This design comes from an exercise in tuning for small area and a short achievable clock period on the open sky130 flow, not from production work.
No run shown here included a check of the RTL's function; only the layout flow was run.

==> design/flow/design.v <==
module lut (
    input        [7:0]  index,
    output logic [15:0] value
);
    always_comb begin
        case (index)
            8'd0: value = 16'h0001;
            8'd1: value = 16'h4dbc;
            8'd2: value = 16'h4dbc;
            8'd3: value = 16'h679f;
            8'd4: value = 16'h4db7;
            8'd5: value = 16'h3e2c;
            8'd6: value = 16'h33cf;
            8'd7: value = 16'h2c68;
            8'd8: value = 16'h26db;
            8'd9: value = 16'h228a;
            8'd10: value = 16'h1f16;
            8'd11: value = 16'h1c42;
            8'd12: value = 16'h19e7;
            8'd13: value = 16'h17e9;
            8'd14: value = 16'h1634;
            8'd15: value = 16'h14b9;
            8'd16: value = 16'h136d;
            8'd17: value = 16'h1249;
            8'd18: value = 16'h1145;
            8'd19: value = 16'h105c;
            8'd20: value = 16'h0f8b;
            8'd21: value = 16'h0ecd;
            8'd22: value = 16'h0e21;
            8'd23: value = 16'h0d84;
            8'd24: value = 16'h0cf3;
            8'd25: value = 16'h0c6f;
            8'd26: value = 16'h0bf4;
            8'd27: value = 16'h0b83;
            8'd28: value = 16'h0b1a;
            8'd29: value = 16'h0ab8;
            8'd30: value = 16'h0a5c;
            8'd31: value = 16'h0a07;
            8'd32: value = 16'h09b6;
            8'd33: value = 16'h096b;
            8'd34: value = 16'h0924;
            8'd35: value = 16'h08e1;
            8'd36: value = 16'h08a2;
            8'd37: value = 16'h0866;
            8'd38: value = 16'h082e;
            8'd39: value = 16'h07f8;
            8'd40: value = 16'h07c5;
            8'd41: value = 16'h0795;
            8'd42: value = 16'h0766;
            8'd43: value = 16'h073a;
            8'd44: value = 16'h0710;
            8'd45: value = 16'h06e8;
            8'd46: value = 16'h06c2;
            8'd47: value = 16'h069d;
            8'd48: value = 16'h0679;
            8'd49: value = 16'h0658;
            8'd50: value = 16'h0637;
            8'd51: value = 16'h0618;
            8'd52: value = 16'h05fa;
            8'd53: value = 16'h05dd;
            8'd54: value = 16'h05c1;
            8'd55: value = 16'h05a6;
            8'd56: value = 16'h058d;
            8'd57: value = 16'h0574;
            8'd58: value = 16'h055c;
            8'd59: value = 16'h0544;
            8'd60: value = 16'h052e;
            8'd61: value = 16'h0518;
            8'd62: value = 16'h0503;
            8'd63: value = 16'h04ef;
            8'd64: value = 16'h04db;
            8'd65: value = 16'h04c8;
            8'd66: value = 16'h04b5;
            8'd67: value = 16'h04a3;
            8'd68: value = 16'h0492;
            8'd69: value = 16'h0481;
            8'd70: value = 16'h0470;
            8'd71: value = 16'h0460;
            8'd72: value = 16'h0451;
            8'd73: value = 16'h0442;
            8'd74: value = 16'h0433;
            8'd75: value = 16'h0425;
            8'd76: value = 16'h0417;
            8'd77: value = 16'h0409;
            8'd78: value = 16'h03fc;
            8'd79: value = 16'h03ef;
            8'd80: value = 16'h03e2;
            8'd81: value = 16'h03d6;
            8'd82: value = 16'h03ca;
            8'd83: value = 16'h03be;
            8'd84: value = 16'h03b3;
            8'd85: value = 16'h03a8;
            8'd86: value = 16'h039d;
            8'd87: value = 16'h0392;
            8'd88: value = 16'h0388;
            8'd89: value = 16'h037e;
            8'd90: value = 16'h0374;
            8'd91: value = 16'h036a;
            8'd92: value = 16'h0361;
            8'd93: value = 16'h0357;
            8'd94: value = 16'h034e;
            8'd95: value = 16'h0345;
            8'd96: value = 16'h033c;
            8'd97: value = 16'h0334;
            8'd98: value = 16'h032c;
            8'd99: value = 16'h0323;
            8'd100: value = 16'h031b;
            8'd101: value = 16'h0313;
            8'd102: value = 16'h030c;
            8'd103: value = 16'h0304;
            8'd104: value = 16'h02fd;
            8'd105: value = 16'h02f5;
            8'd106: value = 16'h02ee;
            8'd107: value = 16'h02e7;
            8'd108: value = 16'h02e0;
            8'd109: value = 16'h02da;
            8'd110: value = 16'h02d3;
            8'd111: value = 16'h02cc;
            8'd112: value = 16'h02c6;
            8'd113: value = 16'h02c0;
            8'd114: value = 16'h02ba;
            8'd115: value = 16'h02b4;
            8'd116: value = 16'h02ae;
            8'd117: value = 16'h02a8;
            8'd118: value = 16'h02a2;
            8'd119: value = 16'h029c;
            8'd120: value = 16'h0297;
            8'd121: value = 16'h0291;
            8'd122: value = 16'h028c;
            8'd123: value = 16'h0287;
            8'd124: value = 16'h0281;
            8'd125: value = 16'h027c;
            8'd126: value = 16'h0277;
            8'd127: value = 16'h0272;
            8'd128: value = 16'h026d;
            8'd129: value = 16'h0268;
            8'd130: value = 16'h0264;
            8'd131: value = 16'h025f;
            8'd132: value = 16'h025a;
            8'd133: value = 16'h0256;
            8'd134: value = 16'h0251;
            8'd135: value = 16'h024d;
            8'd136: value = 16'h0249;
            8'd137: value = 16'h0244;
            8'd138: value = 16'h0240;
            8'd139: value = 16'h023c;
            8'd140: value = 16'h0238;
            8'd141: value = 16'h0234;
            8'd142: value = 16'h0230;
            8'd143: value = 16'h022c;
            8'd144: value = 16'h0228;
            8'd145: value = 16'h0224;
            8'd146: value = 16'h0221;
            8'd147: value = 16'h021d;
            8'd148: value = 16'h0219;
            8'd149: value = 16'h0216;
            8'd150: value = 16'h0212;
            8'd151: value = 16'h020f;
            8'd152: value = 16'h020b;
            8'd153: value = 16'h0208;
            8'd154: value = 16'h0204;
            8'd155: value = 16'h0201;
            8'd156: value = 16'h01fe;
            8'd157: value = 16'h01fa;
            8'd158: value = 16'h01f7;
            8'd159: value = 16'h01f4;
            8'd160: value = 16'h01f1;
            8'd161: value = 16'h01ee;
            8'd162: value = 16'h01eb;
            8'd163: value = 16'h01e8;
            8'd164: value = 16'h01e5;
            8'd165: value = 16'h01e2;
            8'd166: value = 16'h01df;
            8'd167: value = 16'h01dc;
            8'd168: value = 16'h01d9;
            8'd169: value = 16'h01d6;
            8'd170: value = 16'h01d4;
            8'd171: value = 16'h01d1;
            8'd172: value = 16'h01ce;
            8'd173: value = 16'h01cc;
            8'd174: value = 16'h01c9;
            8'd175: value = 16'h01c6;
            8'd176: value = 16'h01c4;
            8'd177: value = 16'h01c1;
            8'd178: value = 16'h01bf;
            8'd179: value = 16'h01bc;
            8'd180: value = 16'h01ba;
            8'd181: value = 16'h01b7;
            8'd182: value = 16'h01b5;
            8'd183: value = 16'h01b2;
            8'd184: value = 16'h01b0;
            8'd185: value = 16'h01ae;
            8'd186: value = 16'h01ab;
            8'd187: value = 16'h01a9;
            8'd188: value = 16'h01a7;
            8'd189: value = 16'h01a5;
            8'd190: value = 16'h01a2;
            8'd191: value = 16'h01a0;
            8'd192: value = 16'h019e;
            8'd193: value = 16'h019c;
            8'd194: value = 16'h019a;
            8'd195: value = 16'h0198;
            8'd196: value = 16'h0196;
            8'd197: value = 16'h0193;
            8'd198: value = 16'h0191;
            8'd199: value = 16'h018f;
            8'd200: value = 16'h018d;
            8'd201: value = 16'h018b;
            8'd202: value = 16'h0189;
            8'd203: value = 16'h0188;
            8'd204: value = 16'h0186;
            8'd205: value = 16'h0184;
            8'd206: value = 16'h0182;
            8'd207: value = 16'h0180;
            8'd208: value = 16'h017e;
            8'd209: value = 16'h017c;
            8'd210: value = 16'h017a;
            8'd211: value = 16'h0179;
            8'd212: value = 16'h0177;
            8'd213: value = 16'h0175;
            8'd214: value = 16'h0173;
            8'd215: value = 16'h0172;
            8'd216: value = 16'h0170;
            8'd217: value = 16'h016e;
            8'd218: value = 16'h016d;
            8'd219: value = 16'h016b;
            8'd220: value = 16'h0169;
            8'd221: value = 16'h0168;
            8'd222: value = 16'h0166;
            8'd223: value = 16'h0164;
            8'd224: value = 16'h0163;
            8'd225: value = 16'h0161;
            8'd226: value = 16'h0160;
            8'd227: value = 16'h015e;
            8'd228: value = 16'h015d;
            8'd229: value = 16'h015b;
            8'd230: value = 16'h015a;
            8'd231: value = 16'h0158;
            8'd232: value = 16'h0157;
            8'd233: value = 16'h0155;
            8'd234: value = 16'h0154;
            8'd235: value = 16'h0152;
            8'd236: value = 16'h0151;
            8'd237: value = 16'h014f;
            8'd238: value = 16'h014e;
            8'd239: value = 16'h014c;
            8'd240: value = 16'h014b;
            8'd241: value = 16'h014a;
            8'd242: value = 16'h0148;
            8'd243: value = 16'h0147;
            8'd244: value = 16'h0146;
            8'd245: value = 16'h0144;
            8'd246: value = 16'h0143;
            8'd247: value = 16'h0142;
            8'd248: value = 16'h0140;
            8'd249: value = 16'h013f;
            8'd250: value = 16'h013e;
            8'd251: value = 16'h013d;
            8'd252: value = 16'h013b;
            8'd253: value = 16'h013a;
            8'd254: value = 16'h0139;
            8'd255: value = 16'h0138;
            default: value = 16'h0000;
        endcase
    end
endmodule
module cordic # (parameter DATA_WIDTH = 16) (
    input                       clk,
    input                       rst_n,
    input                       start,
    input  [2:0]                mode,
    input  [3:0]                shift,
    input  [DATA_WIDTH*2 - 1 : 0] opa,
    input  [DATA_WIDTH*2 - 1 : 0] opb,
    output logic [DATA_WIDTH*2 - 1 : 0] data_o
);
    localparam [11:0] RA = 12'b0110_1001_0010;
    localparam [15:0] SCL = 16'h4dbc;
    localparam [159:0] ATAN = {
        16'd20, 16'd40, 16'd81, 16'd162, 16'd325,
        16'd651, 16'd1297, 16'd2555, 16'd4836, 16'd8192
    };
    wire [15:0] ar = opa[31:16];
    wire [15:0] ai = opa[15:0];
    wire [15:0] br = opb[31:16];
    wire [15:0] bi = opb[15:0];
    wire x_small = (&ar[15:8]) | ~(|ar[15:8]);
    wire y_small = (&ai[15:8]) | ~(|ai[15:8]);
    wire w_small = (&br[15:8]) | ~(|br[15:8]);
    logic [15:0] r1_ar, r1_ai, r1_z;
    logic        r1_ps, r1_ws, r1_zneg, r1_vec;
    logic [1:0]  r1_mode;
    logic [3:0]  r1_shift;
    logic [7:0]  r1_w;
    always_ff @(posedge clk or negedge rst_n) begin
        if (!rst_n) begin
            r1_ar <= '0; r1_ai <= '0; r1_z <= '0; r1_ps <= 1'b0; r1_ws <= 1'b0;
            r1_zneg <= 1'b0; r1_vec <= 1'b0; r1_mode <= '0; r1_shift <= '0; r1_w <= '0;
        end else if (start) begin
            r1_ar    <= ar;
            r1_ai    <= ai;
            r1_z     <= mode[2] ? bi : br;
            r1_zneg  <= mode[2];
            r1_vec   <= ~mode[2] & (|mode[1:0]);
            r1_mode  <= mode[1:0];
            r1_ps    <= x_small & y_small;
            r1_ws    <= w_small;
            r1_shift <= shift;
            r1_w     <= w_small ? br[7:0] : br[15:8];
        end
    end
    logic [5:0] cshift, shamt0;
    logic [7:0] widx0;
    always_comb begin
        if (r1_w == 8'd1)      cshift = 6'd15;
        else if (r1_w == 8'd2) cshift = 6'd16;
        else                   cshift = 6'd17;
        if (r1_ps & ~r1_ws)      cshift = cshift + 6'd16;
        else if (r1_ps == r1_ws) cshift = cshift + 6'd8;
        if (r1_zneg) shamt0 = cshift - {2'b00, r1_shift};
        else         shamt0 = r1_ps ? 6'd23 : 6'd15;
        widx0 = r1_zneg ? r1_w : 8'd1;    
    end
    logic signed [18:0] sx [0:12];
    logic signed [18:0] sy [0:12];
    logic        [15:0] sz [0:12];
    logic        [2:0]  sm [0:12];
    logic        [5:0]  ssh[0:12];
    logic        [7:0]  sw [0:12];
    logic        [14:0] sk [0:12];    
    logic signed [34:0] spx[0:12];
    logic signed [34:0] spy[0:12];
    logic        [31:0] sd [0:12];
    logic signed [18:0] nx [0:11];
    logic signed [18:0] ny [0:11];
    logic        [15:0] nz [0:11];
    logic        [2:0]  nm [0:11];
    logic        [5:0]  nsh[0:11];
    logic        [7:0]  nw [0:11];
    logic        [14:0] nk [0:11];
    logic signed [34:0] npx[0:11];
    logic signed [34:0] npy[0:11];
    logic        [31:0] nd [0:11];
    wire signed [18:0] xs = r1_ps ? {{3{r1_ar[15]}}, r1_ar[7:0], 8'b0} : {{3{r1_ar[15]}}, r1_ar};
    wire signed [18:0] ys = r1_ps ? {{3{r1_ai[15]}}, r1_ai[7:0], 8'b0} : {{3{r1_ai[15]}}, r1_ai};
    wire [15:0] zs = r1_zneg ? (~r1_z + 16'd1) : r1_z;
    wire vec0 = r1_vec;
    always_comb begin : p_step0
        logic signed [18:0] x0, y0;
        logic [15:0] z0;
        logic [1:0] q;
        q = vec0 ? {r1_ai[15], r1_ar[15]} : zs[15:14];
        case (q)
            2'b00: begin x0 = xs;  y0 = ys;  end
            2'b01: begin x0 = vec0 ? ys : -ys;  y0 = vec0 ? -xs : xs; end
            2'b10: begin x0 = -xs; y0 = -ys; end
            default: begin x0 = vec0 ? -ys : ys; y0 = vec0 ? xs : -xs; end
        endcase
        z0 = {vec0 ? q : 2'b00, zs[13:0]};
        if (vec0 ? y0[18] : ~z0[15]) begin
            nx[0] = x0 - y0;
            ny[0] = y0 + x0;
            nz[0] = z0 - 16'd8192;
        end else begin
            nx[0] = x0 + y0;
            ny[0] = y0 - x0;
            nz[0] = z0 + 16'd8192;
        end
        nm[0] = {r1_vec, r1_mode};
        nsh[0] = shamt0;
        nw[0] = widx0;
        nk[0] = '0;
        npx[0] = '0;
        npy[0] = '0;
        nd[0] = '0;
    end
    logic [15:0] lut_v;
    lut l1 (.index(sw[9]), .value(lut_v));
    genvar i;
    generate
        for (i = 1; i <= 9; i = i + 1) begin : g_rot
            always_comb begin : p_rot
                logic vec, neg;
                vec = sm[i][2];
                neg = vec ? sy[i][18] : ~sz[i][15];
                if (neg) begin
                    nx[i] = sx[i] - (sy[i] >>> i);
                    ny[i] = sy[i] + (sx[i] >>> i);
                    nz[i] = sz[i] - ATAN[16*i +: 16];
                end else begin
                    nx[i] = sx[i] + (sy[i] >>> i);
                    ny[i] = sy[i] - (sx[i] >>> i);
                    nz[i] = sz[i] + ATAN[16*i +: 16];
                end
                nm[i] = sm[i];
                nsh[i] = ssh[i];
                nw[i] = (i == 9) ? '0 : sw[i];
                nk[i] = (i == 9) ? lut_v[14:0] : '0;
                npx[i] = '0;
                npy[i] = '0;
                nd[i] = '0;
            end
        end
    endgenerate
    function automatic [34:0] bmul(input logic [14:0] k, input logic signed [18:0] x);
        logic [16:0] kk;
        logic [34:0] acc;
        logic b2, b1, b0, neg, one, two;
        logic [19:0] m, pp, row;
        kk = {2'b00, k};
        acc = 35'd0;
        for (int j = 0; j < 8; j++) begin
            b2 = kk[2*j+1];
            b1 = kk[2*j];
            b0 = (j == 0) ? 1'b0 : kk[2*j-1];
            neg = b2 & ~(b1 & b0);
            one = b1 ^ b0;
            two = (b2 & ~b1 & ~b0) | (~b2 & b1 & b0);
            m = one ? {x[18], x} : (two ? {x, 1'b0} : 20'd0);
            pp = m ^ {20{neg}};
            row = {~pp[19], pp[18:0]};
            acc = acc + ({15'd0, row} << (2*j)) + ({34'd0, neg} << (2*j));
        end
        bmul = acc - 35'h2AAA80000;
    endfunction
    always_comb begin : p_mul
        nx[10] = '0;
        ny[10] = '0;
        nz[10] = sz[10];
        nm[10] = sm[10];
        nsh[10] = ssh[10];
        nw[10] = '0;
        nk[10] = '0;
        npx[10] = bmul(sk[10], sx[10]);
        npy[10] = bmul(sk[10], sy[10]);
        nd[10] = '0;
    end
    function automatic [15:0] sat16(input logic signed [34:0] p, input logic [5:0] sh);
        logic [34:0] r;
        logic [19:0] e;
        logic ok;
        r = p >>> sh;
        e[19] = 1'b1;
        for (int j = 18; j >= 0; j--) e[j] = e[j+1] & (p[15+j] == p[34]);
        ok = (sh >= 6'd20) ? 1'b1 : e[sh];
        sat16 = ok ? r[15:0] : (p[34] ? 16'h8000 : 16'h7fff);
    endfunction
    always_comb begin : p_out
        logic [15:0] m0, m1;
        m0 = sat16(spx[11], ssh[11]);
        m1 = sat16(spy[11], ssh[11]);
        nx[11] = '0;
        ny[11] = '0;
        nz[11] = '0;
        nm[11] = '0;
        nsh[11] = '0;
        nw[11] = '0;
        nk[11] = '0;
        npx[11] = '0;
        npy[11] = '0;
        if (!sm[11][2])                      nd[11] = {m0, m1};
        else if (sm[11][1:0] == 2'd1)        nd[11] = {sz[11], 16'd0};
        else if (sm[11][1:0] == 2'd2)        nd[11] = {m0, 16'd0};
        else                                 nd[11] = {m0, sz[11]};
    end
    assign sx[0] = '0; assign sy[0] = '0; assign sz[0] = '0; assign sm[0] = '0;
    assign ssh[0] = '0; assign sw[0] = '0; assign sk[0] = '0;
    assign spx[0] = '0; assign spy[0] = '0; assign sd[0] = '0;
    generate
        for (i = 0; i < 12; i = i + 1) begin : g_stage
            if (RA[i]) begin : g_reg
                always_ff @(posedge clk or negedge rst_n) begin
                    if (!rst_n) begin
                        sx[i+1] <= '0; sy[i+1] <= '0; sz[i+1] <= '0; sm[i+1] <= '0;
                        ssh[i+1] <= '0; sw[i+1] <= '0; sk[i+1] <= '0;
                        spx[i+1] <= '0; spy[i+1] <= '0; sd[i+1] <= '0;
                    end else if (start) begin
                        sx[i+1] <= nx[i]; sy[i+1] <= ny[i]; sz[i+1] <= nz[i]; sm[i+1] <= nm[i];
                        ssh[i+1] <= nsh[i]; sw[i+1] <= nw[i]; sk[i+1] <= nk[i];
                        spx[i+1] <= npx[i]; spy[i+1] <= npy[i]; sd[i+1] <= nd[i];
                    end
                end
            end else begin : g_wire
                assign sx[i+1] = nx[i]; assign sy[i+1] = ny[i]; assign sz[i+1] = nz[i];
                assign sm[i+1] = nm[i]; assign ssh[i+1] = nsh[i]; assign sw[i+1] = nw[i];
                assign sk[i+1] = nk[i]; assign spx[i+1] = npx[i]; assign spy[i+1] = npy[i];
                assign sd[i+1] = nd[i];
            end
        end
    endgenerate
    assign data_o = RA[11] ? sd[12] : nd[11];
endmodule
==> design/flow/run.sh <==
#!/bin/bash
# synth_recipe.tcl (not shown) runs the flow's synth.tcl, then flattens the netlist and writes it again
# the make line also repeats each setting of config.mk as NAME=value (left out here)
make -C /OpenROAD-flow-scripts/flow DESIGN_CONFIG=/design/flow/config.mk WORK_HOME=/design/flow/orfs CLKGATE_MAP_FILE= SYNTH_SCRIPT=/design/flow/synth_recipe.tcl finish
==> design/flow/config.mk <==
export PLATFORM = sky130hd
export DESIGN_NAME = cordic
export DESIGN_NICKNAME = cordic
export VERILOG_FILES = /design/flow/design.v
export SDC_FILE = /design/flow/constraint.sdc
export NUM_CORES = 4
export LEC_CHECK = 0
export CAP_MARGIN = 20
export CORE_MARGIN = 2
export CORE_UTILIZATION = 40
export PLACE_DENSITY = 0.6
export SLEW_MARGIN = 20
==> design/flow/constraint.sdc <==
create_clock -name core_clock -period 13.0 [get_ports {clk}]
set_input_delay 2.6000 -clock core_clock [delete_from_list [all_inputs] [get_ports {clk}]]
set_output_delay 2.6000 -clock core_clock [all_outputs]
set_load 0.01 [all_outputs]
==> flow_summary_export.csv, run 1 <==
group,metric,value,unit
run_status,status,"complete, no violations",
route,avgViaCountPerCell,5.82,
synth,synth_edf_count,0,
job,maxCapViolCount,0,
critical_path,rrSetupSlack,1040,ps
timing,hold_ws,482,ps
critical_path,crit_top_cell,"o21ai_0",
timing,skew,38.9,ps
cts,clk_pin_slew,60,ps
synth,ys_ff_latch,452,
cts,clock_latency,690,ps
critical_path,critPathBufInv,2,
placement,gp_congestion,0.915,
timing,final_hold_viol_count,0,
grt,grt-ovfl-total,0,
timing,finalCritPeriodShare,0.920,
route,highest_layer,"met4",
route,drt_pass1_iterations,6,
route,wl_met1,101,mm
cts,clock_path_buffers,3,
cts,root_buffer,"clkbuf_16",
route,wl_met3,13.0,mm
die,pin_count,106,
timing,fmax,0.0836,GHz
synth,seq_area_frac_synth,0.156,
route,drt_iter0_markers,5539,
critical_path,max_stage_delay,960,ps
grt,antenna_found_initial,2,
timing,slew_viol_final,0,
cts,tritoncts,"done",
finish,final_core_util,0.430,
placement,io_buffers,105,
die,die_x,429,µm
timing,worst_pin_slew,1100,ps
synth,yosysTopAreaCellShare,0.156,
finish,design_area,77600,µm²
synth,syn_inst,9049,
die,die_area,184000,µm²
synth,syn_nets,10100,
synth,netlist_top_cells_area,"dfrtp_1 16%, ha_1 13%, xnor2_1 8.3%",
cts,cts-buffers-inserted,60,
timing,fin_setup_tns,0,ps
critical_path,cp.arrival,12540,ps
route,vias,65400,
finish,fill_cells,18200,
die,die_h,429,µm
grt,grt_pass1_vias,64000,
critical_path,worstSetupEndpointType,"flop",
synth,synthFlopType,"dfrtp_1",
grt,grt_max_degree,207,
timing,finalSetupViolCount,0,
route,remaining_drc_errors,0,
synth,synth-warning-count,162,
synth,synthArstFlopShare,1.00,
timing,rsz0062_at_grt,"false",
die,num_rows,156,
die,core,180000,µm²
placement,dp_hpwl,176,mm
route,wl_per_cell,20.2,µm
placement,dpl_cell_area,75400,µm²
finish,area_growth,7.13,%
timing,min_period,11960,ps
min_path,hold_path_class,"flop to flop",
die,initial_core_util,0.401,
finish,layout-drive-gt1-share,0.0812,
cts,h-tree-depth,2,
grt,grt_first_pass_wirelength,362,mm
synth,yosysTopAreaCell,"dfrtp_1",
route,wl,227,mm
critical_path,cp_data_required_time,13570,ps
synth,synth.avg_cell_area,8.00,µm²
critical_path,start_kind,"flop",
grt,grt_usage,0.240,
synth,synth.distinct_cells,120,
route,dr_wl_met2,106,mm
critical_path,crit_type,"flop to flop",
critical_path,crit_fanout,18,
route,ant_nets,0,
synth,syn_area,72400,µm²
critical_path,slowest_stage,"a2111oi_0",
cts,cts_sinks,452,
finish,nNetsFinal,9852,
timing,maxSlewHeadroom,0.249,
critical_path,cpLargestDelayFamily,"compound AO/OA/AOI/OAI gates",
[worst paths after layout]
check | cells after the start | from | to
worst max-delay path | 37 | r1_z[4]$_DFFE_PN0P_ | sx[2][16]$_DFFE_PN0P_
worst min-delay path | 2 | sw[5][4]$_DFFE_PN0P_ | sw[8][4]$_DFFE_PN0P_
worst max register to register | 37 | r1_z[4]$_DFFE_PN0P_ | sx[2][16]$_DFFE_PN0P_
worst min register to register | 2 | sw[5][4]$_DFFE_PN0P_ | sw[8][4]$_DFFE_PN0P_
max in group asynchronous | 3 | rst_n | spy[11][34]$_DFFE_PN0P_
min in group asynchronous | 1 | rst_n | sk[10][8]$_DFFE_PN0P_
[synth_stat cells, drive strengths merged (80+ instances only)]
| master | n |
|---|---|
| nor2 | 914 |
| ha | 730 |
| xnor2 | 689 |
| a21oi | 669 |
| nand2 | 664 |
| inv | 593 |
| o21ai | 586 |
| dfrtp | 452 |
| clkbuf | 376 |
| mux2i | 345 |
| mux2 | 315 |
| xor2 | 250 |
| fa | 230 |
| nor3 | 187 |
| a21o | 167 |
| nand3 | 163 |
| buf | 124 |
| nand2b | 117 |
| nor2b | 102 |
| a211oi | 93 |
| a31oi | 91 |
| o31ai | 88 |
| o21bai | 84 |
| or3 | 80 |
[flip-flops by register name, summed over array words and instances, names as in the netlist, 15 cells and up]
| name | count |
|---|---|
| sz | 80 |
| sx | 76 |
| sy | 76 |
| spx | 35 |
| spy | 35 |
| ssh | 30 |
| sw | 24 |
| r1_ai | 16 |
| r1_ar | 16 |
| r1_z | 16 |
| sk | 15 |
| sm | 15 |
[final cells by class]
class | instances | area, µm² | share of cell area
diodes | 1 | 2.50 | 0.0000323
clock buffers | 78 | 1720 | 0.0222
clock inverters | 32 | 388 | 0.00500
inverters | 595 | 2240 | 0.0289
multi-input cells | 7502 | 57100 | 0.736
flip-flops and latches | 452 | 11300 | 0.146
well taps | 2370 | 2970 | 0.0382
repair buffers | 207 | 1860 | 0.0239
[cells by family after synthesis]
| family | Yosys count | share of synthesized area |
|---|---|---|
| adder cells (fa/ha/maj) | 961 | 0.190 |
| AO/OA/AOI/OAI | 2364 | 0.209 |
| multiplexers | 699 | 0.109 |
| flip-flops | 452 | 0.156 |
| AND/OR/NAND/NOR | 2532 | 0.162 |
| XOR/XNOR | 946 | 0.117 |
| buffers and inverters | 1095 | 0.0573 |
[cells in the final DEF, fill, tap and decap left out, drive strengths merged, types with 77 or more instances in the layout]
cell type,synthesis,final
nor2,914,914
ha,730,730
xnor2,689,689
a21oi,669,669
nand2,664,664
inv,593,595
o21ai,586,586
dfrtp,452,452
mux2i,345,345
mux2,315,315
xor2,250,250
fa,230,230
nor3,187,187
a21o,167,167
nand3,163,163
nand2b,117,117
buf,124,104
clkdlybuf4s50,0,103
nor2b,102,102
a211oi,93,93
a31oi,91,91
o31ai,88,88
o21bai,84,84
or3,80,80
clkbuf,376,78
o21a,77,77
[worst min-delay path: stages (launching register included)]
cell	delay, ps
dfrtp_1	340
nand2_1	50
o21ai_0	60
[metrics by stage]
stage | setup slack, ps | cells
detailed placement | 1160 | 11100
finish | 1040 | 11200
floorplan | 2930 | 9049
CTS | 1070 | 11200
global route | 178 | 11200
global placement | 1270 | 11100
[timing repair]
item | in CTS | in global routing
hold buffers | 0 | 0
setup buffers | 0 | 4
resized for setup | 0 | 1
setup endpoints to repair | 0 | 1
[routing by layer]
metal | GRT usage | vias to the layer above
met5 | 0 | -
met4 | 0.0756 | 0
met3 | 0.0294 | 384
met2 | 0.406 | 1981
met1 | 0.319 | 31500
li1 | - | 31500
==> run 2: changes to the inputs <==
--- a/design/flow/design.v
+++ b/design/flow/design.v
@@ -274,7 +274,7 @@
     input  [DATA_WIDTH*2 - 1 : 0] opb,
     output logic [DATA_WIDTH*2 - 1 : 0] data_o
 );
-    localparam [11:0] RA = 12'b0110_1001_0010;
+    localparam [11:0] RA = 12'b1101_0010_0100;
     localparam [15:0] SCL = 16'h4dbc;
     localparam [159:0] ATAN = {
         16'd20, 16'd40, 16'd81, 16'd162, 16'd325,
==> run 2 against run 1 <==
Critical path depth is 18 higher; critical endpoint is now sx[3][18]$_DFFE_PN0P_; count of clock-buffer cells in the layout down 11; largest cell class unchanged; worst hold slack gained 8.2 ps; global-route usage rose by 0.26 points; synthesized cell count down 5.0%.
==> flow_summary_export.csv, run 2 <==
group,metric,value,unit
timing,fmax,0.0821,GHz
grt,grt_usage,0.243,
synth,syn_nets,9634,
die,die_area,173000,µm²
synth,ys_ff_latch,406,
min_path,hold_path_class,"flop to flop",
finish,design_area,73700,µm²
finish,nNetsFinal,9546,
grt,grt_first_pass_wirelength,344,mm
placement,dpl_cell_area,71700,µm²
timing,final_hold_viol_count,0,
synth,synthArstFlopShare,1.00,
synth,synthFlopType,"dfrtp_1",
route,wl_per_cell,20.2,µm
synth,synth_edf_count,0,
critical_path,crit_type,"flop to flop",
run_status,status,"complete, no violations",
route,wl,217,mm
die,initial_core_util,0.402,
finish,final_core_util,0.436,
critical_path,crit_top_cell,"a21oi_1",
synth,yosysTopAreaCellShare,0.149,
synth,synth_commonest_cells,"739 x nor2_1, 733 x ha_1, 681 x a21oi_1",
route,remaining_drc_errors,0,
finish,layout_commonest_cell,"nor2_1",
synth,syn_inst,8597,
critical_path,cp_data_required_time,13530,ps
critical_path,max_stage_delay,650,ps
grt,grt_pass1_vias,61400,
synth,synth.avg_cell_area,7.91,µm²
cts,cts-buffers-inserted,51,
placement,gp_congestion,0.918,
critical_path,crit_fanout,12,
timing,skew,44.9,ps
grt,grt-ovfl-total,0,
cts,root_buffer,"clkbuf_16",
timing,finalCritPeriodShare,0.936,
cts,cts_sinks,406,
finish,antenna_cells,0,
finish,reg_top3,"sz (64), sx (57), sy (57)",
route,drt_pass1_iterations,6,
critical_path,start_kind,"flop",
die,num_rows,151,
timing,worst_pin_slew,1130,ps
timing,slew_viol_final,0,
finish,layout-drive-gt1-share,0.0841,
timing,min_period,12170,ps
synth,netlist_top_cells_area,"dfrtp_1 15%, ha_1 13%, xnor2_1 7.8%",
synth,seq_area_frac_synth,0.149,
cts,clock_path_buffers,3,
grt,antenna_found_initial,1,
route,vias,63300,
critical_path,slowest_stage,"or4b_2",
die,die_h,416,µm
synth,synth-warning-count,142,
die,die_x,416,µm
cts,h-tree-depth,2,
route,ant_nets,0,
grt,grt_max_degree,197,
route,drt_iter0_markers,5203,
critical_path,rrSetupSlack,830,ps
synth,yosysTopAreaCell,"dfrtp_1",
synth,yosysMostFrequentCell,"nor2_1",
timing,maxSlewHeadroom,0.243,
die,pin_count,106,
cts,clk_pin_slew,60,ps
synth,synth.distinct_cells,101,
finish,area_growth,8.48,%
critical_path,worstSetupEndpointType,"flop",
finish,largest_register,"sz",
placement,io_buffers,105,
route,avgViaCountPerCell,5.88,
synth,syn_area,68000,µm²
cts,clock_latency,660,ps
cts,tritoncts,"done",
finish,largest_reg_flops,64,
placement,dp_hpwl,168,mm
critical_path,cp.arrival,12710,ps
die,core,169000,µm²
timing,finalSetupViolCount,0,
finish,layout_common_cells,"735 x nor2_1, 726 x ha_1, 674 x a21oi_1",
job,maxCapViolCount,0,
[run 2: what timing repair did]
item,4_1_cts,5_1_grt
hold buffers,0,0
setup buffers,0,4
gates resized for setup,0,39
endpoints found under the setup margin,0,24
[run 2: final cells by class]
type | instances | area [µm²]
inverter | 624 | 2360
fill | 16900 | 95400
clock inverter | 25 | 375
timing repair buffer | 294 | 2520
multi-input combinational | 7132 | 54000
sequential | 406 | 10200
clock buffer | 67 | 1480
tap | 2218 | 2780
[run 2: logic make-up (layout without fill, tap and decap cells)]
group                    Yosys count  after routing  synth area share
buffers and inverters           1059           1010            0.0587
flip-flops                       406            406             0.149
adder cells (fa/ha/maj)          963            963             0.203
multiplexers                     429            429            0.0736
XOR/XNOR                         952            952             0.124
AO/OA/AOI/OAI                   2464           2464             0.232
AND/OR/NAND/NOR                 2324           2324             0.160
[run 2: path summary, 6_finish.rpt]
path | startpoint | to | cells after the start
min in group asynchronous | rst_n | r1_ar[7]$_DFFE_PN0P_ | 1
hold reg to reg | sz[3][6]$_DFFE_PN0P_ | sz[3][6]$_DFFE_PN0P_ | 1
setup / recovery | r1_z[0]$_DFFE_PN0P_ | sx[3][18]$_DFFE_PN0P_ | 55
hold / removal | sz[3][6]$_DFFE_PN0P_ | sz[3][6]$_DFFE_PN0P_ | 1
max in group asynchronous | rst_n | ssh[11][1]$_DFFE_PN0P_ | 3
setup reg to reg | r1_z[0]$_DFFE_PN0P_ | sx[3][18]$_DFFE_PN0P_ | 55
[run 2: layer usage]
layer,GRT usage,part of all wire,up-vias
met1,0.315,0.43,30600
li1,-,-,30500
met3,0.0227,0.046,426
met4,0.0900,0.039,0
met2,0.418,0.48,1825
met5,0,0,-
[run 2: critical path: cells and delay by family (launching register included)]
kind                       cells  cell delay (ps)
xor gates and xnor gates       5              730
AOI/OAI and AO/OA             33             6740
buffers and inverters          4              610
and+or+nand+nor                9             2330
adders and majority gates      4             1230
DFF                            1              380
[run 2: stage by stage]
stage	hold slack [ps]	setup TNS (ps)	cells	setup slack [ps]
2_1_floorplan	448	0	8597	551
3_3_place_gp	468	0	10700	499
3_5_place_dp	479	0	10700	379
4_1_cts	493	0	10800	234
5_1_grt	516	-158	10800	-67.3
6_report	490	0	10800	826

[separate check: timing with driven ports]
No port has a modelled driver above. Below, the same layouts with a new extraction and two added sets of constraints.
Step 1 assumes that a clkbuf_16 drives the clock port and a buf_2 every other input.
Step 2 moves the port delays by t, midway between the first and last clock arrival at a register: inputs arrive t later, outputs are due t later. That takes back most of the time a late clock gives input paths.
Three values: no drivers, after step 1, after step 2; two values: the first two.
run | t, ns | setup WS [ns] | worst data-port slew with drivers (ns)
run 1 | 0.752 | 1.038 / 1.038 / 1.038 | 0.08
run 2 | 0.713 | 0.826 / 0.826 / 0.826 | 0.07
After both steps every run listed still meets setup and hold.
